Context: an optimization exercise on an open-source flow, tuned for small area and a short achievable clock period. The choices shown serve that exercise and are no tape-out recipe. No functional check of the RTL was part of this run.

==> design/flow/run.sh <==
#!/bin/bash
# synth_recipe.tcl (not shown) runs the flow's synth.tcl, then flattens the netlist and writes it again
# the make line also repeats each setting of config.mk as NAME=value (left out here)
make -C /OpenROAD-flow-scripts/flow DESIGN_CONFIG=/design/flow/config.mk WORK_HOME=/design/flow/orfs CLKGATE_MAP_FILE= SYNTH_SCRIPT=/design/flow/synth_recipe.tcl finish
==> design/flow/config.mk <==
export PLATFORM = sky130hd
export DESIGN_NAME = cpu
export DESIGN_NICKNAME = cpu
export VERILOG_FILES = /design/flow/design.v
export SDC_FILE = /design/flow/constraint.sdc
export NUM_CORES = 4
export LEC_CHECK = 0
export CAP_MARGIN = 20
export CORE_MARGIN = 2
export CORE_UTILIZATION = 40
export PLACE_DENSITY = 0.6
export SETUP_SLACK_MARGIN = 3
export SLEW_MARGIN = 20
==> design/flow/constraint.sdc <==
create_clock -name core_clock -period 11.0 [get_ports {clk}]
set_input_delay 2.2000 -clock core_clock [delete_from_list [all_inputs] [get_ports {clk}]]
set_output_delay 2.2000 -clock core_clock [all_outputs]
set_load 0.01 [all_outputs]
==> design/flow/design.v <==
parameter
    SYNC  = 6'd0,
    IMM0  = 6'd1,
    PHA0  = 6'd2,
    PLA0  = 6'd3,
    ZPG0  = 6'd4,
    DATA  = 6'd5,
    ABS0  = 6'd6,
    ABS1  = 6'd7,
    BRA0  = 6'd8,
    JSR0  = 6'd9,
    JSR1  = 6'd10,
    JSR2  = 6'd11,
    RTS0  = 6'd12,
    RTS1  = 6'd13,
    RTS2  = 6'd14,
    JMP0  = 6'd15,
    JMP1  = 6'd16,
    IDX0  = 6'd17,
    IDX1  = 6'd18,
    IDX2  = 6'd19,
    BRK0  = 6'd20,
    BRK1  = 6'd21,
    BRK2  = 6'd22,
    BRK3  = 6'd23,
    RTI0  = 6'd24,
    IND0  = 6'd25,
    IND1  = 6'd26,
    ZPW0  = 6'd27,
    ABW0  = 6'd28,
    ABW1  = 6'd29,
    RMW0  = 6'd30,
    RMW1  = 6'd31,
    BRK4  = 6'd32,
    JMPW  = 6'd33,
    INDW  = 6'd34,
    ABSW  = 6'd35,
    ABWW  = 6'd36,
    JSRW  = 6'd37,
    JSRH  = 6'd38,
    JSRL  = 6'd39,
    JSR3  = 6'd40,
    JSR4  = 6'd41,
    RTSW  = 6'd42,
    IMMR  = 6'd43,
    ABSR  = 6'd44,
    ZPGR  = 6'd45,
    IDXR  = 6'd46,
    PHAR  = 6'd47,
    PHAS  = 6'd48,
    PLAR  = 6'd49;
parameter
    NOP   = 2'b00,
    LDA   = 2'b01,
    STA   = 2'b10,
    RMW   = 2'b11;
parameter
    DST__ = 2'b00,
    DST_X = 2'b01,
    DST_Y = 2'b10,
    DST_A = 2'b11;
parameter
    SRC__ = 2'b00,
    SRC_Z = 2'b00,
    SRC_X = 2'b01,
    SRC_Y = 2'b10,
    SRC_A = 2'b11;
parameter
    SEL_Z = 2'b00,
    SEL_X = 2'b01,
    SEL_Y = 2'b10,
    SEL_A = 2'b11;
parameter
    FLAG____ = 2'b00,
    FLAG_ADD = 2'b01,
    FLAG_CMP = 2'b10,
    FLAG_BIT = 2'b11;
parameter
    IZ = SEL_Z,
    IX = SEL_X,
    IY = SEL_Y;
parameter
    IDX___ = 2'b00,      
    IDX_X_ = 2'b01,      
    IDX__Y = 2'b10,      
    IDX_XY = 2'b11;      
parameter  
    ALU_____ = 9'b00_000_00_00,
    ALU_REG  = 9'b00_000_00_00,  
    ALU_INCA = 9'b00_000_00_01,  
    ALU_DECA = 9'b00_000_10_00,  
    ALU_LDA  = 9'b00_001_00_00,  
    ALU_INCM = 9'b00_001_00_01,  
    ALU_DECM = 9'b00_001_10_00,  
    ALU_ADC  = 9'b00_000_01_10,  
    ALU_CMP  = 9'b00_000_11_01,  
    ALU_SBC  = 9'b00_000_11_10,  
    ALU_ORA  = 9'b00_100_00_00,  
    ALU_AND  = 9'b00_101_00_00,  
    ALU_EOR  = 9'b00_110_00_00,  
    ALU_TSX  = 9'b00_111_00_00,  
    ALU_PLA  = 9'b01_000_00_00,  
    ALU_ASLA = 9'b10_000_00_00,  
    ALU_ROLA = 9'b10_000_00_11,  
    ALU_LSRA = 9'b11_000_00_00,  
    ALU_RORA = 9'b11_000_00_11,  
    ALU_ASLM = 9'b10_001_00_00,  
    ALU_ROLM = 9'b10_001_00_11,  
    ALU_LSRM = 9'b11_001_00_00,  
    ALU_RORM = 9'b11_001_00_11;  
parameter
    AB_ZPGX = 11'b00_1_00_100_11_0,   
    AB_ABSX = 11'b10_1_00_010_01_0,   
    AB_PUSH = 11'b01_0_00_000_00_0,   
    AB_PULL = 11'b01_0_00_000_00_1,   
    AB_HOLD = 11'b10_0_00_011_00_0,   
    AB_NEXT = 11'b10_0_00_011_00_1,   
    AB_INCR = 11'b10_1_00_011_00_1,   
    AB_OPER = 11'b00_0_01_001_00_0,   
    AB_FWRD = 11'b10_0_01_001_10_0,   
    AB_JMP1 = 11'b10_0_01_010_00_1,   
    AB_JMP0 = 11'b10_0_01_010_01_0,   
    AB_BACK = 11'b11_0_01_001_10_0,   
    AB_NMIV = 11'b01_0_10_000_00_0,   
    AB_IRQV = 11'b01_0_11_000_00_0;   
parameter
    WE___ = 2'b00,                   
    WE_1_ = 2'b01,                   
    WE_ST = 2'b10;                   
parameter
    DR___ = 1'b0,                    
    DR_DI = 1'b1;                    
parameter
    DO____ = 3'b000,
    DO_ALU = 3'b000,
    DO_PCL = 3'b001,
    DO_PCH = 3'b010,
    DO_PHP = 3'b011,
    DO_PC3 = 3'b100;
parameter
    S____  = 2'b00,
    S_INC  = 2'b01,
    S_DEC  = 2'b10;
parameter
    AB_16  = 2'b00,
    AB_24  = 2'b01,
    AB_32  = 2'b10,
    AB_48  = 2'b11;
parameter
    R_08  = 2'b00,
    R_16  = 2'b01,
    R_24  = 2'b10,
    R_32  = 2'b11;
module cpu( 
    input clk,                           
    input RST,                           
    output [23:0] AB,                    
    output sync,                         
    input [7:0] DI,                      
    output reg [7:0] DO,                 
    output WE,                           
    input IRQ,                           
    input NMI,                           
    input RDY,                           
    input debug );                       
 parameter
    SYNC  = 6'd0,
    IMM0  = 6'd1,
    PHA0  = 6'd2,
    PLA0  = 6'd3,
    ZPG0  = 6'd4,
    DATA  = 6'd5,
    ABS0  = 6'd6,
    ABS1  = 6'd7,
    BRA0  = 6'd8,
    JSR0  = 6'd9,
    JSR1  = 6'd10,
    JSR2  = 6'd11,
    RTS0  = 6'd12,
    RTS1  = 6'd13,
    RTS2  = 6'd14,
    JMP0  = 6'd15,
    JMP1  = 6'd16,
    IDX0  = 6'd17,
    IDX1  = 6'd18,
    IDX2  = 6'd19,
    BRK0  = 6'd20,
    BRK1  = 6'd21,
    BRK2  = 6'd22,
    BRK3  = 6'd23,
    RTI0  = 6'd24,
    IND0  = 6'd25,
    IND1  = 6'd26,
    ZPW0  = 6'd27,
    ABW0  = 6'd28,
    ABW1  = 6'd29,
    RMW0  = 6'd30,
    RMW1  = 6'd31,
    BRK4  = 6'd32,
    JMPW  = 6'd33,
    INDW  = 6'd34,
    ABSW  = 6'd35,
    ABWW  = 6'd36,
    JSRW  = 6'd37,
    JSRH  = 6'd38,
    JSRL  = 6'd39,
    JSR3  = 6'd40,
    JSR4  = 6'd41,
    RTSW  = 6'd42,
    IMMR  = 6'd43,
    ABSR  = 6'd44,
    ZPGR  = 6'd45,
    IDXR  = 6'd46,
    PHAR  = 6'd47,
    PHAS  = 6'd48,
    PLAR  = 6'd49;
parameter
    NOP   = 2'b00,
    LDA   = 2'b01,
    STA   = 2'b10,
    RMW   = 2'b11;
parameter
    DST__ = 2'b00,
    DST_X = 2'b01,
    DST_Y = 2'b10,
    DST_A = 2'b11;
parameter
    SRC__ = 2'b00,
    SRC_Z = 2'b00,
    SRC_X = 2'b01,
    SRC_Y = 2'b10,
    SRC_A = 2'b11;
parameter
    SEL_Z = 2'b00,
    SEL_X = 2'b01,
    SEL_Y = 2'b10,
    SEL_A = 2'b11;
parameter
    FLAG____ = 2'b00,
    FLAG_ADD = 2'b01,
    FLAG_CMP = 2'b10,
    FLAG_BIT = 2'b11;
parameter
    IZ = SEL_Z,
    IX = SEL_X,
    IY = SEL_Y;
parameter
    IDX___ = 2'b00,      
    IDX_X_ = 2'b01,      
    IDX__Y = 2'b10,      
    IDX_XY = 2'b11;      
parameter  
    ALU_____ = 9'b00_000_00_00,
    ALU_REG  = 9'b00_000_00_00,  
    ALU_INCA = 9'b00_000_00_01,  
    ALU_DECA = 9'b00_000_10_00,  
    ALU_LDA  = 9'b00_001_00_00,  
    ALU_INCM = 9'b00_001_00_01,  
    ALU_DECM = 9'b00_001_10_00,  
    ALU_ADC  = 9'b00_000_01_10,  
    ALU_CMP  = 9'b00_000_11_01,  
    ALU_SBC  = 9'b00_000_11_10,  
    ALU_ORA  = 9'b00_100_00_00,  
    ALU_AND  = 9'b00_101_00_00,  
    ALU_EOR  = 9'b00_110_00_00,  
    ALU_TSX  = 9'b00_111_00_00,  
    ALU_PLA  = 9'b01_000_00_00,  
    ALU_ASLA = 9'b10_000_00_00,  
    ALU_ROLA = 9'b10_000_00_11,  
    ALU_LSRA = 9'b11_000_00_00,  
    ALU_RORA = 9'b11_000_00_11,  
    ALU_ASLM = 9'b10_001_00_00,  
    ALU_ROLM = 9'b10_001_00_11,  
    ALU_LSRM = 9'b11_001_00_00,  
    ALU_RORM = 9'b11_001_00_11;  
parameter
    AB_ZPGX = 11'b00_1_00_100_11_0,   
    AB_ABSX = 11'b10_1_00_010_01_0,   
    AB_PUSH = 11'b01_0_00_000_00_0,   
    AB_PULL = 11'b01_0_00_000_00_1,   
    AB_HOLD = 11'b10_0_00_011_00_0,   
    AB_NEXT = 11'b10_0_00_011_00_1,   
    AB_INCR = 11'b10_1_00_011_00_1,   
    AB_OPER = 11'b00_0_01_001_00_0,   
    AB_FWRD = 11'b10_0_01_001_10_0,   
    AB_JMP1 = 11'b10_0_01_010_00_1,   
    AB_JMP0 = 11'b10_0_01_010_01_0,   
    AB_BACK = 11'b11_0_01_001_10_0,   
    AB_NMIV = 11'b01_0_10_000_00_0,   
    AB_IRQV = 11'b01_0_11_000_00_0;   
parameter
    WE___ = 2'b00,                   
    WE_1_ = 2'b01,                   
    WE_ST = 2'b10;                   
parameter
    DR___ = 1'b0,                    
    DR_DI = 1'b1;                    
parameter
    DO____ = 3'b000,
    DO_ALU = 3'b000,
    DO_PCL = 3'b001,
    DO_PCH = 3'b010,
    DO_PHP = 3'b011,
    DO_PC3 = 3'b100;
parameter
    S____  = 2'b00,
    S_INC  = 2'b01,
    S_DEC  = 2'b10;
parameter
    AB_16  = 2'b00,
    AB_24  = 2'b01,
    AB_32  = 2'b10,
    AB_48  = 2'b11;
parameter
    R_08  = 2'b00,
    R_16  = 2'b01,
    R_24  = 2'b10,
    R_32  = 2'b11;
function [24:0] dec;
    input [7:0] op;
    input p0;
    case( op )
         8'h6D: dec = { FLAG_ADD, LDA, SRC_A, DST_A, ALU_ADC , IZ, (p0) ? ABSW : ABS0 };  
         8'h7D: dec = { FLAG_ADD, LDA, SRC_A, DST_A, ALU_ADC , IX, (p0) ? ABSW : ABS0 };  
         8'h79: dec = { FLAG_ADD, LDA, SRC_A, DST_A, ALU_ADC , IY, (p0) ? ABSW : ABS0 };  
         8'h69: dec = { FLAG_ADD, LDA, SRC_A, DST_A, ALU_ADC , IZ, IMM0 };  
         8'h65: dec = { FLAG_ADD, LDA, SRC_A, DST_A, ALU_ADC , IZ, ZPG0 };  
         8'h72: dec = { FLAG_ADD, LDA, SRC_A, DST_A, ALU_ADC , IZ, IDX0 };  
         8'h61: dec = { FLAG_ADD, LDA, SRC_A, DST_A, ALU_ADC , IX, IDX0 };  
         8'h75: dec = { FLAG_ADD, LDA, SRC_A, DST_A, ALU_ADC , IX, ZPG0 };  
         8'h71: dec = { FLAG_ADD, LDA, SRC_A, DST_A, ALU_ADC , IY, IDX0 };  
         8'hED: dec = { FLAG_ADD, LDA, SRC_A, DST_A, ALU_SBC , IZ, (p0) ? ABSW : ABS0 };  
         8'hFD: dec = { FLAG_ADD, LDA, SRC_A, DST_A, ALU_SBC , IX, (p0) ? ABSW : ABS0 };  
         8'hF9: dec = { FLAG_ADD, LDA, SRC_A, DST_A, ALU_SBC , IY, (p0) ? ABSW : ABS0 };  
         8'hE9: dec = { FLAG_ADD, LDA, SRC_A, DST_A, ALU_SBC , IZ, IMM0 };  
         8'hE5: dec = { FLAG_ADD, LDA, SRC_A, DST_A, ALU_SBC , IZ, ZPG0 };  
         8'hF2: dec = { FLAG_ADD, LDA, SRC_A, DST_A, ALU_SBC , IZ, IDX0 };  
         8'hE1: dec = { FLAG_ADD, LDA, SRC_A, DST_A, ALU_SBC , IX, IDX0 };  
         8'hF5: dec = { FLAG_ADD, LDA, SRC_A, DST_A, ALU_SBC , IX, ZPG0 };  
         8'hF1: dec = { FLAG_ADD, LDA, SRC_A, DST_A, ALU_SBC , IY, IDX0 };  
         8'h2D: dec = { FLAG____, LDA, SRC_A, DST_A, ALU_AND , IZ, (p0) ? ABSW : ABS0 };  
         8'h3D: dec = { FLAG____, LDA, SRC_A, DST_A, ALU_AND , IX, (p0) ? ABSW : ABS0 };  
         8'h39: dec = { FLAG____, LDA, SRC_A, DST_A, ALU_AND , IY, (p0) ? ABSW : ABS0 };  
         8'h29: dec = { FLAG____, LDA, SRC_A, DST_A, ALU_AND , IZ, IMM0 };  
         8'h25: dec = { FLAG____, LDA, SRC_A, DST_A, ALU_AND , IZ, ZPG0 };  
         8'h32: dec = { FLAG____, LDA, SRC_A, DST_A, ALU_AND , IZ, IDX0 };  
         8'h21: dec = { FLAG____, LDA, SRC_A, DST_A, ALU_AND , IX, IDX0 };  
         8'h35: dec = { FLAG____, LDA, SRC_A, DST_A, ALU_AND , IX, ZPG0 };  
         8'h31: dec = { FLAG____, LDA, SRC_A, DST_A, ALU_AND , IY, IDX0 };  
         8'h0D: dec = { FLAG____, LDA, SRC_A, DST_A, ALU_ORA , IZ, (p0) ? ABSW : ABS0 };  
         8'h1D: dec = { FLAG____, LDA, SRC_A, DST_A, ALU_ORA , IX, (p0) ? ABSW : ABS0 };  
         8'h19: dec = { FLAG____, LDA, SRC_A, DST_A, ALU_ORA , IY, (p0) ? ABSW : ABS0 };  
         8'h09: dec = { FLAG____, LDA, SRC_A, DST_A, ALU_ORA , IZ, IMM0 };  
         8'h05: dec = { FLAG____, LDA, SRC_A, DST_A, ALU_ORA , IZ, ZPG0 };  
         8'h12: dec = { FLAG____, LDA, SRC_A, DST_A, ALU_ORA , IZ, IDX0 };  
         8'h01: dec = { FLAG____, LDA, SRC_A, DST_A, ALU_ORA , IX, IDX0 };  
         8'h15: dec = { FLAG____, LDA, SRC_A, DST_A, ALU_ORA , IX, ZPG0 };  
         8'h11: dec = { FLAG____, LDA, SRC_A, DST_A, ALU_ORA , IY, IDX0 };  
         8'hAD: dec = { FLAG____, LDA, SRC_A, DST_A, ALU_LDA , IZ, (p0) ? ABSW : ABS0 };  
         8'hBD: dec = { FLAG____, LDA, SRC_A, DST_A, ALU_LDA , IX, (p0) ? ABSW : ABS0 };  
         8'hB9: dec = { FLAG____, LDA, SRC_A, DST_A, ALU_LDA , IY, (p0) ? ABSW : ABS0 };  
         8'hA9: dec = { FLAG____, LDA, SRC_A, DST_A, ALU_LDA , IZ, IMM0 };  
         8'hA5: dec = { FLAG____, LDA, SRC_A, DST_A, ALU_LDA , IZ, ZPG0 };  
         8'hB2: dec = { FLAG____, LDA, SRC_A, DST_A, ALU_LDA , IZ, IDX0 };  
         8'hA1: dec = { FLAG____, LDA, SRC_A, DST_A, ALU_LDA , IX, IDX0 };  
         8'hB5: dec = { FLAG____, LDA, SRC_A, DST_A, ALU_LDA , IX, ZPG0 };  
         8'hB1: dec = { FLAG____, LDA, SRC_A, DST_A, ALU_LDA , IY, IDX0 };  
         8'hCD: dec = { FLAG_CMP, NOP, SRC_A, DST__, ALU_CMP , IZ, (p0) ? ABSW : ABS0 };  
         8'hDD: dec = { FLAG_CMP, NOP, SRC_A, DST__, ALU_CMP , IX, (p0) ? ABSW : ABS0 };  
         8'hD9: dec = { FLAG_CMP, NOP, SRC_A, DST__, ALU_CMP , IY, (p0) ? ABSW : ABS0 };  
         8'hC9: dec = { FLAG_CMP, NOP, SRC_A, DST__, ALU_CMP , IZ, IMM0 };  
         8'hC5: dec = { FLAG_CMP, NOP, SRC_A, DST__, ALU_CMP , IZ, ZPG0 };  
         8'hD2: dec = { FLAG_CMP, NOP, SRC_A, DST__, ALU_CMP , IZ, IDX0 };  
         8'hC1: dec = { FLAG_CMP, NOP, SRC_A, DST__, ALU_CMP , IX, IDX0 };  
         8'hD5: dec = { FLAG_CMP, NOP, SRC_A, DST__, ALU_CMP , IX, ZPG0 };  
         8'hD1: dec = { FLAG_CMP, NOP, SRC_A, DST__, ALU_CMP , IY, IDX0 };  
         8'h4D: dec = { FLAG____, LDA, SRC_A, DST_A, ALU_EOR , IZ, (p0) ? ABSW : ABS0 };  
         8'h5D: dec = { FLAG____, LDA, SRC_A, DST_A, ALU_EOR , IX, (p0) ? ABSW : ABS0 };  
         8'h59: dec = { FLAG____, LDA, SRC_A, DST_A, ALU_EOR , IY, (p0) ? ABSW : ABS0 };  
         8'h49: dec = { FLAG____, LDA, SRC_A, DST_A, ALU_EOR , IZ, IMM0 };  
         8'h45: dec = { FLAG____, LDA, SRC_A, DST_A, ALU_EOR , IZ, ZPG0 };  
         8'h52: dec = { FLAG____, LDA, SRC_A, DST_A, ALU_EOR , IZ, IDX0 };  
         8'h41: dec = { FLAG____, LDA, SRC_A, DST_A, ALU_EOR , IX, IDX0 };  
         8'h55: dec = { FLAG____, LDA, SRC_A, DST_A, ALU_EOR , IX, ZPG0 };  
         8'h51: dec = { FLAG____, LDA, SRC_A, DST_A, ALU_EOR , IY, IDX0 };  
         8'h8D: dec = { FLAG____, STA, SRC_A, DST__, ALU_REG , IZ, (p0) ? ABSW : ABS0 };  
         8'h9D: dec = { FLAG____, STA, SRC_A, DST__, ALU_REG , IX, (p0) ? ABSW : ABS0 };  
         8'h99: dec = { FLAG____, STA, SRC_A, DST__, ALU_REG , IY, (p0) ? ABSW : ABS0 };  
         8'h85: dec = { FLAG____, STA, SRC_A, DST__, ALU_REG , IZ, ZPG0 };  
         8'h92: dec = { FLAG____, STA, SRC_A, DST__, ALU_REG , IZ, IDX0 };  
         8'h81: dec = { FLAG____, STA, SRC_A, DST__, ALU_REG , IX, IDX0 };  
         8'h95: dec = { FLAG____, STA, SRC_A, DST__, ALU_REG , IX, ZPG0 };  
         8'h91: dec = { FLAG____, STA, SRC_A, DST__, ALU_REG , IY, IDX0 };  
         8'h0A: dec = { FLAG____, LDA, SRC_A, DST_A, ALU_ASLA, IZ, SYNC };  
         8'h4A: dec = { FLAG____, LDA, SRC_A, DST_A, ALU_LSRA, IZ, SYNC };  
         8'h2A: dec = { FLAG____, LDA, SRC_A, DST_A, ALU_ROLA, IZ, SYNC };  
         8'h6A: dec = { FLAG____, LDA, SRC_A, DST_A, ALU_RORA, IZ, SYNC };  
         8'h0E: dec = { FLAG____, RMW, SRC__, DST__, ALU_ASLM, IZ, (p0) ? ABWW : ABW0 };  
         8'h1E: dec = { FLAG____, RMW, SRC__, DST__, ALU_ASLM, IX, (p0) ? ABWW : ABW0 };  
         8'h06: dec = { FLAG____, RMW, SRC__, DST__, ALU_ASLM, IZ, ZPW0 };  
         8'h16: dec = { FLAG____, RMW, SRC__, DST__, ALU_ASLM, IX, ZPW0 };  
         8'h4E: dec = { FLAG____, RMW, SRC__, DST__, ALU_LSRM, IZ, (p0) ? ABWW : ABW0 };  
         8'h5E: dec = { FLAG____, RMW, SRC__, DST__, ALU_LSRM, IX, (p0) ? ABWW : ABW0 };  
         8'h46: dec = { FLAG____, RMW, SRC__, DST__, ALU_LSRM, IZ, ZPW0 };  
         8'h56: dec = { FLAG____, RMW, SRC__, DST__, ALU_LSRM, IX, ZPW0 };  
         8'h2E: dec = { FLAG____, RMW, SRC__, DST__, ALU_ROLM, IZ, (p0) ? ABWW : ABW0 };  
         8'h3E: dec = { FLAG____, RMW, SRC__, DST__, ALU_ROLM, IX, (p0) ? ABWW : ABW0 };  
         8'h26: dec = { FLAG____, RMW, SRC__, DST__, ALU_ROLM, IZ, ZPW0 };  
         8'h36: dec = { FLAG____, RMW, SRC__, DST__, ALU_ROLM, IX, ZPW0 };  
         8'h6E: dec = { FLAG____, RMW, SRC__, DST__, ALU_RORM, IZ, (p0) ? ABWW : ABW0 };  
         8'h7E: dec = { FLAG____, RMW, SRC__, DST__, ALU_RORM, IX, (p0) ? ABWW : ABW0 };  
         8'h66: dec = { FLAG____, RMW, SRC__, DST__, ALU_RORM, IZ, ZPW0 };  
         8'h76: dec = { FLAG____, RMW, SRC__, DST__, ALU_RORM, IX, ZPW0 };  
         8'h90: dec = { FLAG____, NOP, SRC__, DST__, ALU_____, IZ, BRA0 };  
         8'hB0: dec = { FLAG____, NOP, SRC__, DST__, ALU_____, IZ, BRA0 };  
         8'hF0: dec = { FLAG____, NOP, SRC__, DST__, ALU_____, IZ, BRA0 };  
         8'h30: dec = { FLAG____, NOP, SRC__, DST__, ALU_____, IZ, BRA0 };  
         8'hD0: dec = { FLAG____, NOP, SRC__, DST__, ALU_____, IZ, BRA0 };  
         8'h10: dec = { FLAG____, NOP, SRC__, DST__, ALU_____, IZ, BRA0 };  
         8'h80: dec = { FLAG____, NOP, SRC__, DST__, ALU_____, IZ, BRA0 };  
         8'h50: dec = { FLAG____, NOP, SRC__, DST__, ALU_____, IZ, BRA0 };  
         8'h70: dec = { FLAG____, NOP, SRC__, DST__, ALU_____, IZ, BRA0 };  
         8'h2C: dec = { FLAG_BIT, NOP, SRC_A, DST__, ALU_AND , IZ, (p0) ? ABSW : ABS0 };  
         8'h3C: dec = { FLAG_BIT, NOP, SRC_A, DST__, ALU_AND , IX, (p0) ? ABSW : ABS0 };  
         8'h89: dec = { FLAG_BIT, NOP, SRC_A, DST__, ALU_AND , IZ, IMM0 };  
         8'h24: dec = { FLAG_BIT, NOP, SRC_A, DST__, ALU_AND , IZ, ZPG0 };  
         8'h34: dec = { FLAG_BIT, NOP, SRC_A, DST__, ALU_AND , IX, ZPG0 };  
         8'h18: dec = { FLAG____, NOP, SRC__, DST__, ALU_____, IZ, SYNC };  
         8'hD8: dec = { FLAG____, NOP, SRC__, DST__, ALU_____, IZ, SYNC };  
         8'h58: dec = { FLAG____, NOP, SRC__, DST__, ALU_____, IZ, SYNC };  
         8'hB8: dec = { FLAG____, NOP, SRC__, DST__, ALU_____, IZ, SYNC };  
         8'h38: dec = { FLAG____, NOP, SRC__, DST__, ALU_____, IZ, SYNC };  
         8'hF8: dec = { FLAG____, NOP, SRC__, DST__, ALU_____, IZ, SYNC };  
         8'h78: dec = { FLAG____, NOP, SRC__, DST__, ALU_____, IZ, SYNC };  
         8'hEA: dec = { FLAG____, NOP, SRC__, DST__, ALU_____, IZ, SYNC };  
         8'hEC: dec = { FLAG_CMP, NOP, SRC_X, DST__, ALU_CMP , IZ, (p0) ? ABSW : ABS0 };  
         8'hE0: dec = { FLAG_CMP, NOP, SRC_X, DST__, ALU_CMP , IZ, IMM0 };  
         8'hE4: dec = { FLAG_CMP, NOP, SRC_X, DST__, ALU_CMP , IZ, ZPG0 };  
         8'hCC: dec = { FLAG_CMP, NOP, SRC_Y, DST__, ALU_CMP , IZ, (p0) ? ABSW : ABS0 };  
         8'hC0: dec = { FLAG_CMP, NOP, SRC_Y, DST__, ALU_CMP , IZ, IMM0 };  
         8'hC4: dec = { FLAG_CMP, NOP, SRC_Y, DST__, ALU_CMP , IZ, ZPG0 };  
         8'hCE: dec = { FLAG____, RMW, SRC__, DST__, ALU_DECM, IZ, (p0) ? ABWW : ABW0 };  
         8'hDE: dec = { FLAG____, RMW, SRC__, DST__, ALU_DECM, IX, (p0) ? ABWW : ABW0 };  
         8'hC6: dec = { FLAG____, RMW, SRC__, DST__, ALU_DECM, IZ, ZPW0 };  
         8'hD6: dec = { FLAG____, RMW, SRC__, DST__, ALU_DECM, IX, ZPW0 };  
         8'hEE: dec = { FLAG____, RMW, SRC__, DST__, ALU_INCM, IZ, (p0) ? ABWW : ABW0 };  
         8'hFE: dec = { FLAG____, RMW, SRC__, DST__, ALU_INCM, IX, (p0) ? ABWW : ABW0 };  
         8'hE6: dec = { FLAG____, RMW, SRC__, DST__, ALU_INCM, IZ, ZPW0 };  
         8'hF6: dec = { FLAG____, RMW, SRC__, DST__, ALU_INCM, IX, ZPW0 };  
         8'h3A: dec = { FLAG____, LDA, SRC_A, DST_A, ALU_DECA, IZ, SYNC };  
         8'hCA: dec = { FLAG____, LDA, SRC_X, DST_X, ALU_DECA, IZ, SYNC };  
         8'h88: dec = { FLAG____, LDA, SRC_Y, DST_Y, ALU_DECA, IZ, SYNC };  
         8'h1A: dec = { FLAG____, LDA, SRC_A, DST_A, ALU_INCA, IZ, SYNC };  
         8'hE8: dec = { FLAG____, LDA, SRC_X, DST_X, ALU_INCA, IZ, SYNC };  
         8'hC8: dec = { FLAG____, LDA, SRC_Y, DST_Y, ALU_INCA, IZ, SYNC };  
         8'hAA: dec = { FLAG____, LDA, SRC_A, DST_X, ALU_REG , IZ, SYNC };  
         8'hA8: dec = { FLAG____, LDA, SRC_A, DST_Y, ALU_REG , IZ, SYNC };  
         8'hBA: dec = { FLAG____, LDA, SRC__, DST_X, ALU_TSX , IZ, SYNC };  
         8'h8A: dec = { FLAG____, LDA, SRC_X, DST_A, ALU_REG , IZ, SYNC };  
         8'h9A: dec = { FLAG____, NOP, SRC_X, DST__, ALU_REG , IZ, SYNC };  
         8'h98: dec = { FLAG____, LDA, SRC_Y, DST_A, ALU_REG , IZ, SYNC };  
         8'h00: dec = { FLAG____, NOP, SRC__, DST__, ALU_____, IZ, BRK0 };  
         8'h4C: dec = { FLAG____, NOP, SRC__, DST__, ALU_____, IZ, (p0) ? JMPW : JMP0 };  
         8'h6C: dec = { FLAG____, NOP, SRC__, DST__, ALU_____, IZ, (p0) ? INDW : IND0 };  
         8'h7C: dec = { FLAG____, NOP, SRC__, DST__, ALU_____, IX, (p0) ? INDW : IND0 };  
         8'h20: dec = { FLAG____, NOP, SRC__, DST__, ALU_____, IZ, (p0) ? JSRW : JSR0 };  
         8'h40: dec = { FLAG____, NOP, SRC__, DST__, ALU_____, IZ, RTI0 };  
         8'h60: dec = { FLAG____, NOP, SRC__, DST__, ALU_____, IZ, RTS0 };  
         8'hAE: dec = { FLAG____, LDA, SRC__, DST_X, ALU_LDA , IZ, (p0) ? ABSW : ABS0 };  
         8'hBE: dec = { FLAG____, LDA, SRC__, DST_X, ALU_LDA , IY, (p0) ? ABSW : ABS0 };  
         8'hA2: dec = { FLAG____, LDA, SRC__, DST_X, ALU_LDA , IZ, IMM0 };  
         8'hA6: dec = { FLAG____, LDA, SRC__, DST_X, ALU_LDA , IZ, ZPG0 };  
         8'hB6: dec = { FLAG____, LDA, SRC__, DST_X, ALU_LDA , IY, ZPG0 };  
         8'hAC: dec = { FLAG____, LDA, SRC__, DST_Y, ALU_LDA , IZ, (p0) ? ABSW : ABS0 };  
         8'hBC: dec = { FLAG____, LDA, SRC__, DST_Y, ALU_LDA , IX, (p0) ? ABSW : ABS0 };  
         8'hA0: dec = { FLAG____, LDA, SRC__, DST_Y, ALU_LDA , IZ, IMM0 };  
         8'hA4: dec = { FLAG____, LDA, SRC__, DST_Y, ALU_LDA , IZ, ZPG0 };  
         8'hB4: dec = { FLAG____, LDA, SRC__, DST_Y, ALU_LDA , IX, ZPG0 };  
         8'h48: dec = { FLAG____, NOP, SRC_A, DST__, ALU_REG , IZ, PHA0 };  
         8'hDA: dec = { FLAG____, NOP, SRC_X, DST__, ALU_REG , IZ, PHA0 };  
         8'h5A: dec = { FLAG____, NOP, SRC_Y, DST__, ALU_REG , IZ, PHA0 };  
         8'h68: dec = { FLAG____, LDA, SRC__, DST_A, ALU_PLA , IZ, PLA0 };  
         8'hFA: dec = { FLAG____, LDA, SRC__, DST_X, ALU_PLA , IZ, PLA0 };  
         8'h7A: dec = { FLAG____, LDA, SRC__, DST_Y, ALU_PLA , IZ, PLA0 };  
         8'h08: dec = { FLAG____, NOP, SRC__, DST__, ALU_REG , IZ, PHA0 };  
         8'h28: dec = { FLAG____, NOP, SRC__, DST__, ALU_____, IZ, PLA0 };  
         8'h8E: dec = { FLAG____, STA, SRC_X, DST__, ALU_REG , IZ, (p0) ? ABSW : ABS0 };  
         8'h86: dec = { FLAG____, STA, SRC_X, DST__, ALU_REG , IZ, ZPG0 };  
         8'h96: dec = { FLAG____, STA, SRC_X, DST__, ALU_REG , IY, ZPG0 };  
         8'h8C: dec = { FLAG____, STA, SRC_Y, DST__, ALU_REG , IZ, (p0) ? ABSW : ABS0 };  
         8'h84: dec = { FLAG____, STA, SRC_Y, DST__, ALU_REG , IZ, ZPG0 };  
         8'h94: dec = { FLAG____, STA, SRC_Y, DST__, ALU_REG , IX, ZPG0 };  
         8'h9C: dec = { FLAG____, STA, SRC_Z, DST__, ALU_REG , IZ, (p0) ? ABSW : ABS0 };  
         8'h9E: dec = { FLAG____, STA, SRC_Z, DST__, ALU_REG , IX, (p0) ? ABSW : ABS0 };  
         8'h64: dec = { FLAG____, STA, SRC_Z, DST__, ALU_REG , IZ, ZPG0 };  
         8'h74: dec = { FLAG____, STA, SRC_Z, DST__, ALU_REG , IX, ZPG0 };  
         8'h0F: dec = { FLAG____, NOP, SRC__, DST__, ALU_____, IZ, SYNC };  
         8'h1F: dec = { FLAG____, NOP, SRC__, DST__, ALU_____, IZ, SYNC };  
         8'h4F: dec = { FLAG____, NOP, SRC__, DST__, ALU_____, IZ, SYNC };  
         8'h8F: dec = { FLAG____, NOP, SRC__, DST__, ALU_____, IZ, SYNC };  
         8'h5F: dec = { FLAG____, NOP, SRC__, DST__, ALU_____, IZ, SYNC };  
         8'h9F: dec = { FLAG____, NOP, SRC__, DST__, ALU_____, IZ, SYNC };  
         8'h1C: dec = { 21'b00_00_00_00_00_000000000_00, (p0) ? ABSW : ABS0 };  
         8'h14: dec = { 21'b00_00_00_00_00_000000000_00, ZPG0 };  
         8'h0C: dec = { 21'b00_00_00_00_00_000000000_00, (p0) ? ABSW : ABS0 };  
         8'h04: dec = { 21'b00_00_00_00_00_000000000_00, ZPG0 };  
       default: dec = { 19'b0, IZ, SYNC };
    endcase
endfunction
function [24:0] padd24;                  
    input [23:0] a;
    input [23:0] b;
    input c;
    reg [24:0] G, P, Gn, Pn;
    integer i, l;
    begin
        G = { a & b, c };
        P = { a ^ b, 1'b0 };
        for( l = 1; l < 25; l = l * 2 ) begin
            Gn = G;
            Pn = P;
            for( i = l; i < 25; i = i + 1 ) begin
                Gn[i] = G[i] | (P[i] & G[i - l]);
                Pn[i] = P[i] & P[i - l];
            end
            G = Gn;
            P = Pn;
        end
        padd24 = { G[24], (a ^ b) ^ G[23:0] };
    end
endfunction
function [8:0] padd8;                    
    input [7:0] a;
    input [7:0] b;
    input c;
    reg [8:0] G, P, Gn, Pn;
    integer i, l;
    begin
        G = { a & b, c };
        P = { a ^ b, 1'b0 };
        for( l = 1; l < 9; l = l * 2 ) begin
            Gn = G;
            Pn = P;
            for( i = l; i < 9; i = i + 1 ) begin
                Gn[i] = G[i] | (P[i] & G[i - l]);
                Pn[i] = P[i] & P[i - l];
            end
            G = Gn;
            P = Pn;
        end
        padd8 = { G[8], (a ^ b) ^ G[7:0] };
    end
endfunction
function [23:0] allones;                 
    input [23:0] x;
    reg [23:0] P, Pn;
    integer i, l;
    begin
        P = { x[22:0], 1'b1 };
        for( l = 1; l < 24; l = l * 2 ) begin
            Pn = P;
            for( i = l; i < 24; i = i + 1 )
                Pn[i] = P[i] & P[i - l];
            P = Pn;
        end
        allones = P;
    end
endfunction
reg [23:0] PC;                           
reg [23:0] ab_hold;                      
reg [7:0] D4;                            
reg [7:0] D3;                            
reg [7:0] DR;                            
wire [7:0] IR;                           
reg [7:0] OP;                            
reg [2:0] PREFIX;                        
reg ABWDTH;                              
reg [1:0] RWDTH;                         
reg [1:0] RBYTES;                        
reg N, V, D, I, Z, C;                    
wire [7:0] P = { N, V, 1'b1, 1'b1, D, I, Z, C };
reg [23:0] XR, YR, AR;                   
reg [15:0] S;                            
reg [5:0] state;
assign sync = (state == SYNC);
wire [24:0] op_dec = dec( OP, PREFIX[0] );      
wire [18:0] control = op_dec[24:6];
wire [1:0] ins_type = control[18:17];
wire adc_sbc = (ins_type == FLAG_ADD);
wire cmp     = (ins_type == FLAG_CMP);
wire bit_isn = (ins_type == FLAG_BIT);
wire store = control[16];
wire load = control[15];
wire [1:0] reg_src = control[14:13];
wire [1:0] reg_dst = control[12:11];
wire [8:0] alu_op = control[10:2];
wire shift = alu_op[8];
wire clc = (OP == 8'h18);
wire sec = (OP == 8'h38);
wire cld = (OP == 8'hD8);
wire sed = (OP == 8'hF8);
wire cli = (OP == 8'h58);
wire sei = (OP == 8'h78);
wire rti = (OP == 8'h40);
wire clv = (OP == 8'hB8);
wire php = (OP == 8'h08) || (OP == 8'h00);
wire plp = (OP == 8'h28);
wire txs = (OP == 8'h9A);
wire variation = (OP == 8'h0F);
reg [21:0] bus_op;
wire [10:0] ab_op = bus_op[10:0];
wire [1:0] we_op = bus_op[12:11];
wire dr_di = bus_op[13];
wire [2:0] do_op = bus_op[16:14];
wire pull = bus_op[19];
wire push = bus_op[20];
reg [23:0] R;                            
always @*
    case( reg_src )
        SEL_X: R = XR;
        SEL_Y: R = YR;
        SEL_A: R = AR;
        default: R = 24'h000000;
    endcase
wire [1:0] reg_idx = control[1:0] & bus_op[18:17];
wire [23:0] XY = ({24{reg_idx == SEL_X}} & XR) | ({24{reg_idx == SEL_Y}} & YR) | ({24{reg_idx == SEL_A}} & AR);
reg [23:0] R_IN;
reg [23:0] MEM;
reg [23:0] alu_ai;
reg [23:0] alu_bi;
reg alu_ci;
reg alu_si;
reg [23:0] alu_out;
reg alu_C, alu_N, alu_V;
wire alu_Z = (alu_out == 24'h000000);
always @* begin
    case( RWDTH )
        R_08: R_IN = { 16'h0000, R[7:0] };
        R_16: R_IN = { 8'h00, R[15:0] };
        default: R_IN = R;
    endcase
    case( RWDTH )
        R_24: MEM = { DR, D3, D4 };
        R_16: MEM = { 8'h00, DR, D3 };
        default: MEM = { 8'h00, 8'h00, DR };
    endcase
    casez( alu_op[6:4] )
        3'b0?0: alu_ai = R_IN;
        3'b0?1: alu_ai = MEM;
        3'b100: alu_ai = R_IN | MEM;
        3'b101: alu_ai = R_IN & MEM;
        3'b110: alu_ai = R_IN ^ MEM;
        3'b111: alu_ai = { 8'h00, S };
    endcase
    case( alu_op[3:2] )
        2'b00: alu_bi = 24'h000000;
        2'b01: alu_bi = MEM;
        2'b10: alu_bi = 24'hffffff;
        2'b11: alu_bi = ~MEM;
    endcase
    case( alu_op[1:0] )
        2'b01: alu_ci = 1'b1;
        2'b10: alu_ci = C;
        default: alu_ci = 1'b0;
    endcase
    {alu_C, alu_out} = padd24( alu_ai, alu_bi, alu_ci );
    alu_si = C & alu_op[0];
    if( alu_op[8] )
        if( alu_op[7] )
            {alu_out, alu_C} = {alu_si, alu_out};
        else
            {alu_C, alu_out} = {alu_out, alu_si};
    else if( alu_op[7] )
        alu_out = { 16'h0000, DI };
    alu_N = (RWDTH == R_24) ? alu_out[23] : (RWDTH == R_16) ? alu_out[15] : alu_out[7];
    alu_V = (RWDTH == R_24) ? (alu_ai[23] ^ alu_bi[23] ^ alu_C ^ alu_N) :
            (RWDTH == R_16) ? (alu_ai[15] ^ alu_bi[15] ^ alu_C ^ alu_N) :
                              (alu_ai[7]  ^ alu_bi[7]  ^ alu_C ^ alu_N);
end
wire reg_we = load & ~store & sync;
always @(posedge clk)
    if( reg_we && reg_dst == SEL_X )
        XR <= alu_out;
always @(posedge clk)
    if( reg_we && reg_dst == SEL_Y )
        YR <= alu_out;
always @(posedge clk)
    if( reg_we && reg_dst == SEL_A )
        AR <= alu_out;
    else if( variation && !(reg_we && reg_dst != SEL_Z) )
        AR <= {16'h6502, R_16, AB_24, 4'h0};
always @(posedge clk)
    if( txs )       S <= R[15:0];
    else if( push ) S <= S - 1'b1;
    else if( pull ) S <= S + 1'b1;
reg [23:0] base;
always @* begin
    if( ab_op[5] ) base = 24'h000000;
    else case( ab_op[4:3] )
       2'b00: base = { 8'h00, S };
       2'b01: base = PC;
       2'b10: base = ABWDTH ? { DI, DR, D3 } : { 8'h00, DI, DR };
       2'b11: base = ab_hold;
    endcase
end
wire [7:0] abl_a = (ab_op[2:1] == 2'b11) ? XY[7:0] : base[7:0];
wire [7:0] abl_b = ((ab_op[2:1] == 2'b01) ? XY[7:0] : 8'h00) | (ab_op[2] ? DI : 8'h00);
wire [8:0] abl_sum = padd8( abl_a, abl_b, ab_op[0] );
wire abl_co = abl_sum[8] ^ (ab_op[1] & XY[8]);
wire [15:0] abh_base = base[23:8];
wire [23:0] abh_ones = allones( { 8'h00, abh_base } );
wire [23:0] abh_zeros = allones( { 8'h00, ~abh_base } );
wire [15:0] abh_p1 = abh_base ^ abh_ones[15:0];
wire [15:0] abh_m1 = abh_base ^ abh_zeros[15:0];
wire [15:0] abh_c0 = (ab_op[10:9] == 2'b01) ? abh_p1 : (ab_op[10:9] == 2'b11) ? abh_m1 : abh_base;
wire [15:0] abh_c1 = ab_op[10] ^ ab_op[9] ? abh_p1 : abh_base;
wire [15:0] abh = abl_co ? abh_c1 : abh_c0;
assign AB = { abh, abl_sum[7:0] };
always @(posedge clk)
    if( ab_op[8] )
        ab_hold <= AB;
always @(posedge clk)
    if( RST )
        PC <= 24'hfffffa;
    else case( ab_op[7:6] )
        2'b01: PC <= AB ^ allones( AB );
        2'b10: PC <= 24'hfffff7;
        2'b11: PC <= 24'hfffffd;
      default:;
    endcase
assign WE = we_op[0] | (we_op[1] & store);
always @(posedge clk)
    if( dr_di ) begin
        D4 <= D3;
        D3 <= DR;
        DR <= DI;
    end
function [7:0] bytesel;
    input [23:0] x;
    input [1:0] w;
    input [1:0] n;
    if( w == R_08 ) bytesel = x[7:0];
    else if( w == R_16 ) bytesel = (n == 2'd1) ? x[7:0] : x[15:8];
    else bytesel = (n == 2'd2) ? x[7:0] : (n == 2'd1) ? x[15:8] : x[23:16];
endfunction
reg [8:0] rmw_in;
always @*
    case( RWDTH )
        R_16: rmw_in = { DR[0], D3 };
        R_24: rmw_in = { D3[0], D4 };
        default: rmw_in = { 1'b0, DR };
    endcase
wire rmw_si = C & alu_op[0];
wire [7:0] rmw_sum = rmw_in[7:0] + ((alu_op[3:2] == 2'b10) ? 8'hff : 8'h00) + (alu_op[1:0] == 2'b01);
reg [7:0] rmw_lo;                        
reg [7:0] rmw_hi;                        
always @* begin
    if( alu_op[8] ) begin
        rmw_lo = alu_op[7] ? rmw_in[8:1] : { rmw_in[6:0], rmw_si };
        rmw_hi = alu_op[7] ? { rmw_si, 7'h00 } : 8'h00;
    end
    else begin
        rmw_lo = rmw_sum;
        rmw_hi = ((alu_op[3:2] == 2'b10) && (alu_op[1:0] != 2'b01) && (DR == 8'h00)) ? 8'hff : 8'h00;
    end
end
wire [7:0] do_reg = bytesel( R, RWDTH, RBYTES );
wire [7:0] do_rmw = (RWDTH == R_32) ? rmw_hi : rmw_lo;
always @*
    case( do_op )
        DO_PCL: DO = PC[7:0];
        DO_PCH: DO = PC[15:8];
        DO_PC3: DO = PC[23:16];
        DO_PHP: DO = php ? P : do_reg;
        default: DO = (state == RMW1) ? do_rmw : do_reg;
    endcase
always @(posedge clk)
    case( state )
        RTS0: if( rti )                         N <= DI[7];
        SYNC: if( plp )                         N <= DI[7];
              else if( bit_isn )                N <= DI[7];
              else if( load | cmp )             N <= alu_N;
     default:;
    endcase
always @(posedge clk)
    case( state )
        RTS0: if( rti )                         V <= DI[6];
        SYNC: if( plp )                         V <= DI[6];
              else if( clv )                    V <= 0;
              else if( bit_isn )                V <= DI[6];
              else if( adc_sbc )                V <= alu_V;
     default:;
    endcase
always @(posedge clk)
    case( state )
        RTS0: if( rti )                         D <= DI[3];
        SYNC: if( plp )                         D <= DI[3];
              else if( cld )                    D <= 0;
              else if( sed )                    D <= 1;
     default:;
    endcase
always @(posedge clk)
    case( state )
        BRK4:                                   I <= 1;
        RTS0: if( rti )                         I <= DI[2];
        SYNC: if( plp )                         I <= DI[2]; 
              else if( cli )                    I <= 0;
              else if( sei )                    I <= 1;
     default:;
    endcase
always @(posedge clk)
    case( state )
        RTS0: if( rti )                         Z <= DI[1];
        SYNC: if( plp )                         Z <= DI[1]; 
              else if( load | cmp | bit_isn )   Z <= alu_Z;
     default:;
    endcase
always @(posedge clk)
    case( state )
        RTS0: if( rti )                         C <= DI[0];
        SYNC: if( plp )                         C <= DI[0];
              else if( clc )                    C <= 0;
              else if( sec )                    C <= 1;
              else if( cmp | shift | adc_sbc )  C <= alu_C;
     default:;
    endcase
reg [8:0] DIHOLD;
always @(posedge clk)
    case( state )
        PLA0: DIHOLD <= {1'b1, DI[7:0]};
        PHA0: DIHOLD <= {1'b1, DI[7:0]};
        RMW1: DIHOLD <= {1'b1, DI[7:0]};
     default: DIHOLD <= {1'b0, DI[7:0]};
    endcase
assign IR = DIHOLD[8] ? DIHOLD[7:0] : DI[7:0];
reg cond;
always @*
    casez( OP[7:4] )
        4'b000?: cond = ~N;
        4'b001?: cond =  N;
        4'b010?: cond = ~V;
        4'b011?: cond =  V;
        4'b1000: cond =  1;
        4'b1001: cond = ~C;
        4'b101?: cond =  C;
        4'b110?: cond = ~Z;
        4'b111?: cond =  Z;
    endcase
wire [24:0] ir_dec = dec( IR, PREFIX[0] );
wire [5:0] init_state = ir_dec[5:0];
always @(posedge clk)
    if( sync )
        OP <= IR;
always @(posedge clk)
    if( RST ) begin
        ABWDTH <= 1'b1;
        RWDTH <= R_08;
        RBYTES <= R_08;
        PREFIX <= { R_08, 1'b1 };
        state <= BRK4;
    end
    else begin
    if( sync ) begin
        ABWDTH <= PREFIX[0];
        RWDTH <= PREFIX[2:1];
        RBYTES <= PREFIX[2:1];
        if (IR[3:0] == 4'hF)
            PREFIX <= { IR[7:6], IR[4] };
        else if (IR == 8'h40) begin
            ABWDTH <= 1'b1;
            RWDTH <= R_08;
            PREFIX <= { R_08, 1'b1 };
        end
        else
            PREFIX <= { R_08, 1'b0 };
    end
    case( state )
        SYNC:  state <= init_state;
        ABSW:  state <= ABS0;
        ABS0:  state <= ABS1;
        ABS1:  if (RBYTES == 0) state <= DATA;
               else begin
                   RBYTES <= RBYTES - 1'b1;
                   state <= ABSR;
               end
        ABSR:  if (RBYTES == 0) state <= DATA;
               else RBYTES <= RBYTES - 1'b1;
        ABWW:  state <= ABWW;
        ABW0:  state <= ABW1;
        ABW1:  state <= RMW0;
        BRA0:  state <= SYNC;
        BRK0:  state <= BRK1;
        BRK1:  state <= BRK2;
        BRK2:  state <= BRK3;
        BRK3:  state <= JMP0;
        BRK4:  state <= BRK3;
        DATA:  state <= SYNC;
        IDX0:  state <= IDX1;
        IDX1:  state <= IDX2;
        IDX2:  if (RBYTES == 0) state <= DATA;
               else begin
                   RBYTES <= RBYTES - 1'b1;
                   state <= IDXR;
               end
        IDXR:  if (RBYTES == 0) state <= DATA;
               else RBYTES <= RBYTES - 1'b1;
        IMM0:  if (RBYTES == 0) state <= SYNC;
               else begin
                   RBYTES <= RBYTES - 1'b1;
                   state <= IMMR;
               end
        IMMR:  if (RBYTES == 0) state <= SYNC;
               else RBYTES <= RBYTES - 1'b1;
        INDW:  state <= IND0;
        IND0:  state <= IND1;
        IND1:  state <= (ABWDTH == 1'b0) ? JMP0 : JMPW;
        JMPW:  state <= JMP0;
        JMP0:  state <= JMP1;
        JMP1:  state <= SYNC;
        JSRW:  state <= JSRH;
        JSRH:  state <= JSR3;
        JSR3:  state <= JSRL;
        JSRL:  state <= JSR4;
        JSR4:  state <= JMP1;
        JSR0:  state <= JSR1;
        JSR1:  state <= JSR2;
        JSR2:  state <= JMP1;
        PHA0:  if (RBYTES == 0) state <= SYNC;
               else begin
                   RBYTES <= RBYTES - 1'b1;
                   state <= PHAR;
               end
        PHAR:  if (RBYTES == 0) state <= PHAS;
               else RBYTES <= RBYTES - 1'b1;
        PHAS:  state <= SYNC;
        PLA0:  if (RBYTES == 0) state <= SYNC;
               else begin
                   RBYTES <= RBYTES - 1'b1;
                   state <= PLAR;
               end
        PLAR:  if (RBYTES == 0) state <= SYNC;
               else RBYTES <= RBYTES - 1'b1;
        RMW0:  state <= RMW1;
        RMW1:  state <= SYNC;
        RTI0:  state <= RTS0;
        RTS0:  state <= (ABWDTH == 1'b0) ? RTS1 : RTSW;
        RTSW:  state <= RTS1;
        RTS1:  state <= RTS2;
        RTS2:  state <= SYNC;
        ZPG0:  if (RBYTES == 0) state <= DATA;
               else begin
                   RBYTES <= RBYTES - 1'b1;
                   state <= ZPGR;
               end
        ZPGR:  if (RBYTES == 0) state <= DATA;
               else RBYTES <= RBYTES - 1'b1;
        ZPW0:  state <= RMW0;
        default:  state <= SYNC;
    endcase
    end
always @* begin
    case( state )
       ABSW:                    bus_op = { S____, IDX___, DO____, DR_DI, WE___, AB_OPER };          
       ABS0:                    bus_op = { S____, IDX___, DO____, DR_DI, WE___, AB_OPER };          
       ABS1:                    bus_op = { S____, IDX_XY, DO_ALU, DR___, WE_ST, AB_ABSX };      
       ABSR:                    bus_op = { S____, IDX_XY, DO_ALU, DR_DI, WE_ST, AB_INCR };      
       ABWW:                    bus_op = { S____, IDX___, DO____, DR_DI, WE___, AB_OPER };          
       ABW0:                    bus_op = { S____, IDX___, DO____, DR_DI, WE___, AB_OPER };          
       ABW1:                    bus_op = { S____, IDX_XY, DO____, DR___, WE___, AB_ABSX };			
       BRA0: if( cond & DI[7] ) bus_op = { S____, IDX___, DO____, DR___, WE___, AB_BACK };
             else if( cond )    bus_op = { S____, IDX___, DO____, DR___, WE___, AB_FWRD };
             else               bus_op = { S____, IDX___, DO____, DR___, WE___, AB_OPER };
       BRK0:                    bus_op = { S_DEC, IDX___, DO_PCH, DR___, WE_1_, AB_PUSH };			
       BRK1:                    bus_op = { S_DEC, IDX___, DO_PCL, DR___, WE_1_, AB_PUSH };			
       BRK2:                    bus_op = { S_DEC, IDX___, DO_PHP, DR___, WE_1_, AB_IRQV };			
       BRK3:                    bus_op = { S____, IDX___, DO____, DR_DI, WE___, AB_OPER };          
       BRK4:                    bus_op = { S____, IDX___, DO____, DR___, WE___, AB_OPER };          
       DATA:                    bus_op = { S____, IDX___, DO____, DR_DI, WE___, AB_OPER };			
       IDX0:                    bus_op = { S____, IDX_X_, DO____, DR_DI, WE___, AB_ZPGX };			
       IDX1:                    bus_op = { S____, IDX___, DO____, DR_DI, WE___, AB_NEXT };			
       IDX2:                    bus_op = { S____, IDX__Y, DO_ALU, DR___, WE_ST, AB_ABSX };      
       IDXR:                    bus_op = { S____, IDX__Y, DO_ALU, DR_DI, WE_ST, AB_INCR };      
       IMM0:                    bus_op = { S____, IDX___, DO____, DR_DI, WE___, AB_OPER };          
       IMMR:                    bus_op = { S____, IDX___, DO____, DR_DI, WE___, AB_OPER };          
       INDW:                    bus_op = { S____, IDX___, DO____, DR_DI, WE___, AB_OPER };          
       IND0:                    bus_op = { S____, IDX___, DO____, DR_DI, WE___, AB_OPER };          
       IND1:                    bus_op = { S____, IDX_X_, DO____, DR___, WE___, AB_JMP0 };          
       JMPW:                    bus_op = { S____, IDX___, DO____, DR_DI, WE___, AB_OPER };          
       JMP0:                    bus_op = { S____, IDX___, DO____, DR_DI, WE___, AB_OPER };   
       JMP1:                    bus_op = { S____, IDX___, DO____, DR___, WE___, AB_JMP0 };          
       JSRW:                    bus_op = { S_DEC, IDX___, DO_PC3, DR_DI, WE_1_, AB_PUSH };          
       JSRH:                    bus_op = { S_DEC, IDX___, DO_PCH, DR___, WE_1_, AB_PUSH };          
       JSR3:                    bus_op = { S____, IDX___, DO____, DR___, WE___, AB_OPER };          
       JSR4:                    bus_op = { S____, IDX___, DO____, DR___, WE___, AB_OPER };          
       JSRL:                    bus_op = { S_DEC, IDX___, DO_PCL, DR_DI, WE_1_, AB_PUSH };          
       JSR0:                    bus_op = { S_DEC, IDX___, DO_PCH, DR_DI, WE_1_, AB_PUSH };          
       JSR1:                    bus_op = { S_DEC, IDX___, DO_PCL, DR___, WE_1_, AB_PUSH };			
       JSR2:                    bus_op = { S____, IDX___, DO____, DR___, WE___, AB_OPER };          
       PHA0:                    bus_op = { S_DEC, IDX___, DO_PHP, DR___, WE_1_, AB_PUSH };      
       PHAR:                    bus_op = { S_DEC, IDX___, DO_PHP, DR___, WE_1_, AB_PUSH };      
       PHAS:                    bus_op = { S____, IDX___, DO____, DR___, WE___, AB_OPER };  
       PLA0:                    bus_op = { S_INC, IDX___, DO____, DR_DI, WE___, AB_PULL };      
       PLAR:                    bus_op = { S_INC, IDX___, DO____, DR_DI, WE___, AB_PULL };      
       RMW0:                    bus_op = { S____, IDX___, DO____, DR_DI, WE___, AB_OPER };			
       RMW1:                    bus_op = { S____, IDX___, DO_ALU, DR___, WE_1_, AB_HOLD };			
       RTI0:                    bus_op = { S_INC, IDX___, DO____, DR___, WE___, AB_PULL };          
       RTS0:                    bus_op = { S_INC, IDX___, DO____, DR___, WE___, AB_PULL };          
       RTS1:                    bus_op = { S_INC, IDX___, DO____, DR_DI, WE___, AB_PULL };          
       RTSW:                    bus_op = { S_INC, IDX___, DO____, DR_DI, WE___, AB_PULL };          
       RTS2: if( rti )          bus_op = { S____, IDX___, DO____, DR___, WE___, AB_JMP0 };
             else               bus_op = { S____, IDX___, DO____, DR___, WE___, AB_JMP1 };
       SYNC:                    bus_op = { S____, IDX___, DO____, DR___, WE___, AB_OPER };	
       ZPG0:                    bus_op = { S____, IDX_XY, DO_ALU, DR___, WE_ST, AB_ZPGX };      
       ZPGR:                    bus_op = { S____, IDX_XY, DO_ALU, DR_DI, WE_ST, AB_INCR };      
       ZPW0:                    bus_op = { S____, IDX_XY, DO____, DR___, WE___, AB_ZPGX };			
       default:                 bus_op = { S____, IDX___, DO____, DR___, WE___, AB_OPER };           
    endcase
end
endmodule
==> flow_metrics.tcl <==
set metrics [dict create \
    status "no timing/DRC/antenna violations" \
    cp.arrival_ns 5.83 \
    final_nets 2671 \
    synth_top_area_share_pct 22.7 \
    finalSetupTns_ns 0 \
    core_area_mm2 0.0490 \
    cts_tree "done" \
    ant_nets 0 \
    slew_violations 0 \
    cts.sink_count 197 \
    final_common_cell "nor2_1" \
    dieArea_mm2 0.0514 \
    drive_above_1_share_pct 14.0 \
    rows 81 \
    synth_mux_area_share_pct 3.92 \
    io_pins 48 \
    seqCellArea_mm2 0.00547 \
    synth_compound_area_share_pct 28.1 \
    max_freq_ghz 0.125 \
    synthAdderAreaFrac_pct 7.56 \
    gp_congestion 0.972 \
    rsz0062_at_grt "true" \
    htreeDepth 4 \
    yosysUniqueCellTypes 112 \
    synth-async-reset-ratio_pct 0 \
    port_buffers 43 \
    antennaDiodeCount 0 \
    drc_errors 0 \
    synth.area.top_cells "edfxtp_1 (23%), ha_1 (7.0%), nor2_1 (5.2%)" \
    synth_edf_count 150 \
    grtUsageTotal_pct 31.0 \
    path_class "flip-flop to primary output" \
    cp-start-kind "flip-flop" \
    clk_pin_slew_worst_paths_ns 0.08 \
    holdWs_ns 0.488 \
    clockRootBuffer "clkbuf_16" \
    vias 21100 \
    numCtsBuffers 17 \
    worstMarginPinSlew_ns 1.10 \
    finalCritPeriodShare_pct 73.0 \
    grt_pass1_wl_mm 121 \
    critPathCaptureType "primary output" \
    syn2layout_area_growth_pct 15.3 \
    nFillCells 4850 \
    synth_top_flop_cell "edfxtp_1" \
    grt-ovfl-total 0 \
    synth_xor_area_share_pct 4.68 \
    synth_top_family_by_area "compound AO/OA/AOI/OAI gates" \
    final_cell_mix "nor2_1 (271), nand2_1 (216), a21oi_1 (174), o21ai_0 (151), edfxtp_1 (150)" \
    initial_utilization_pct 40.5 \
    drt_pre_antenna_iters 9 \
    totalWireLength_mm 80.3 \
    syn_avg_cell_area_um2 7.94 \
    multiInputGateArea_mm2 0.0138 \
    dp_hpwl_mm 58.1 \
    grt_max_degree 63 \
    die_w_um 227 \
    postCtsHoldBufs 0 \
    crit_fanout 16 \
    synthCells 2499 \
    synthesis.nets 2629 \
    antenna_found_initial 3 \
    slew_headroom_pct 26.3 \
    final.setup_skew_ns 0.0157 \
    final_hold_viol_count 0 \
    yosysWarnings 1 \
    synth.largest_area_cell "edfxtp_1" \
    layout_min_cycle_time_ns 8.03 \
    cap_viol_max_count 0 \
    yosysSeqAreaShare_pct 27.5 \
    drt_iter0_drc 2897 \
    synth_area_mm2 0.0198 \
    die_h_um 227 \
    wl_per_cell_um 25.0 \
    grt_pass1_vias 19500 \
    clockBufferDepth 2 \
    ys_ff_latch 197 \
    required_ns 8.80 \
    setup_violations 0 \
    holdCritPathClass "flip-flop to flip-flop" \
    avgViaCountPerCell 6.55 \
    clk_latency_ns 0.48 \
    synthSimpleGateAreaFrac_pct 22.3 \
]
==> logic make-up after synthesis <==
family | count (synthesis)
xor gates and xnor gates | 103
DFF | 197
buffers and inverters | 292
AOI/OAI and AO/OA | 819
adders and majority gates | 117
and+or+nand+nor | 896
muxes | 75
==> through the flow <==
| stage | cell area, um^2 | std cells | utilization [%] | setup WS, ns |
|---|---|---|---|---|
| final | 22900 | 3218 | 46.7 | 2.97 |
| after global routing | 22900 | 3218 | 46.7 | 2.79 |
| after CTS | 22500 | 3203 | 45.9 | 3.02 |
| after floorplan | 19800 | 2499 | - | 3.40 |
| after detailed placement | 20900 | 3104 | 42.8 | 1.63 |
| after global placement | 20900 | 3104 | 42.8 | 1.77 |
==> cells in the mapped netlist, types with 18 or more instances <==
cell type	number
mux2i_1	62
a31oi_1	42
nand3_1	46
o21ai_0	161
nor4_1	29
nand2b_1	59
nor2_1	275
and2_1	20
o22ai_1	29
inv_1	112
a21o_1	35
nor2b_1	40
a222oi_1	24
xnor2_1	74
o21a_1	20
nor3_1	60
a22o_1	30
a21oi_1	186
and3_1	19
or2_2	18
clkbuf_1	126
ha_1	111
dfxtp_1	47
buf_2	22
a211oi_1	37
edfxtp_1	150
nand4_1	26
nand2_1	218
a22oi_1	30
xor2_1	27
==> path summary, 6_finish.rpt <==
path | start | slack (ns) | end | cells past startpoint
setup / recovery | OP[6] | 2.97 | AB[20] | 20
hold / removal | PREFIX[1] | 0.49 | PREFIX[1] | 2
setup reg to reg | OP[0] | 3.15 | Z | 31
hold reg to reg | PREFIX[1] | 0.49 | PREFIX[1] | 2
==> worst max-delay path, cell delays in order (launching register included) <==
cell,delay [ns]
edfxtp_1,0.38
buf_4,0.23
nor2b_2,0.41
nand4_1,0.33
o32ai_1,0.36
nand2b_1,0.50
a22o_1,0.26
ha_4,0.22
a21o_1,0.17
a21o_1,0.17
a21o_1,0.18
a21o_1,0.19
a21oi_2,0.18
o21ai_4,0.18
mux2_4,0.36
buf_4,0.16
buf_4,0.14
o41ai_4,0.40
xnor2_1,0.20
inv_1,0.08
clkdlybuf4s15_2,0.23
==> flip-flops by register name, indices dropped and copies added, names as in the netlist <==
name     count
AR          24
PC          24
XR          24
YR          24
ab_hold     24
S           16
DIHOLD       9
D3           8
D4           8
DR           8
OP           8
state        6
PREFIX       3
RBYTES       2
RWDTH        2
ABWDTH       1
C            1
D            1
I            1
N            1
V            1
Z            1
==> repair_timing <==
action                                  4_1_cts  5_1_grt
cloned                                        2        0
hold endpoints to repair                      0        0
endpoints found under the setup margin       65       39
pin swaps                                    17       15
resized for setup                           120       77
buffers inserted                             65       15
==> cell type report <==
class	count	area share (%)
flip-flops and latches	197	23.9
well taps	664	3.63
clock inverters	15	0.761
multi-input cells	2010	60.3
repair buffers	198	7.58
clock buffers	17	1.86
inverters	117	1.97
==> layer usage <==
metal | share of wire, % | GRT usage [%] | vias up
li1 | - | - | 9461
met5 | 0.012 | 0 | -
met1 | 41 | 42.2 | 10200
met4 | 5.2 | 14.0 | 2
met2 | 44 | 48.2 | 1196
met3 | 9.6 | 4.94 | 231

==> afterwards: timing with drivers on the ports <==
The flow's constraints put no driver on any port. The routed layout listed below was extracted and timed again, unchanged, in two steps. Step 1 sets driving cells, clkbuf_16 on the clock port and buf_2 on the other inputs (assumed; they add their load-dependent delay and slew). Step 2 also shifts input and output timing later by t, the mid clock arrival at the registers, as if the neighbouring blocks saw the same clock. Three values: ideal, step 1, step 2; two values: the first two.
shift t [ns]: 0.524
slack for setup (ns): 2.972 / 2.917 / 2.954
hold slack, ns: 0.488 / 0.488 / 0.488
cell pins on the clock port's net: 1
After both steps this run still meets setup and hold. For this run, drivers alone change the setup slack by -0.055 ns; drivers and shift together by -0.018 ns.
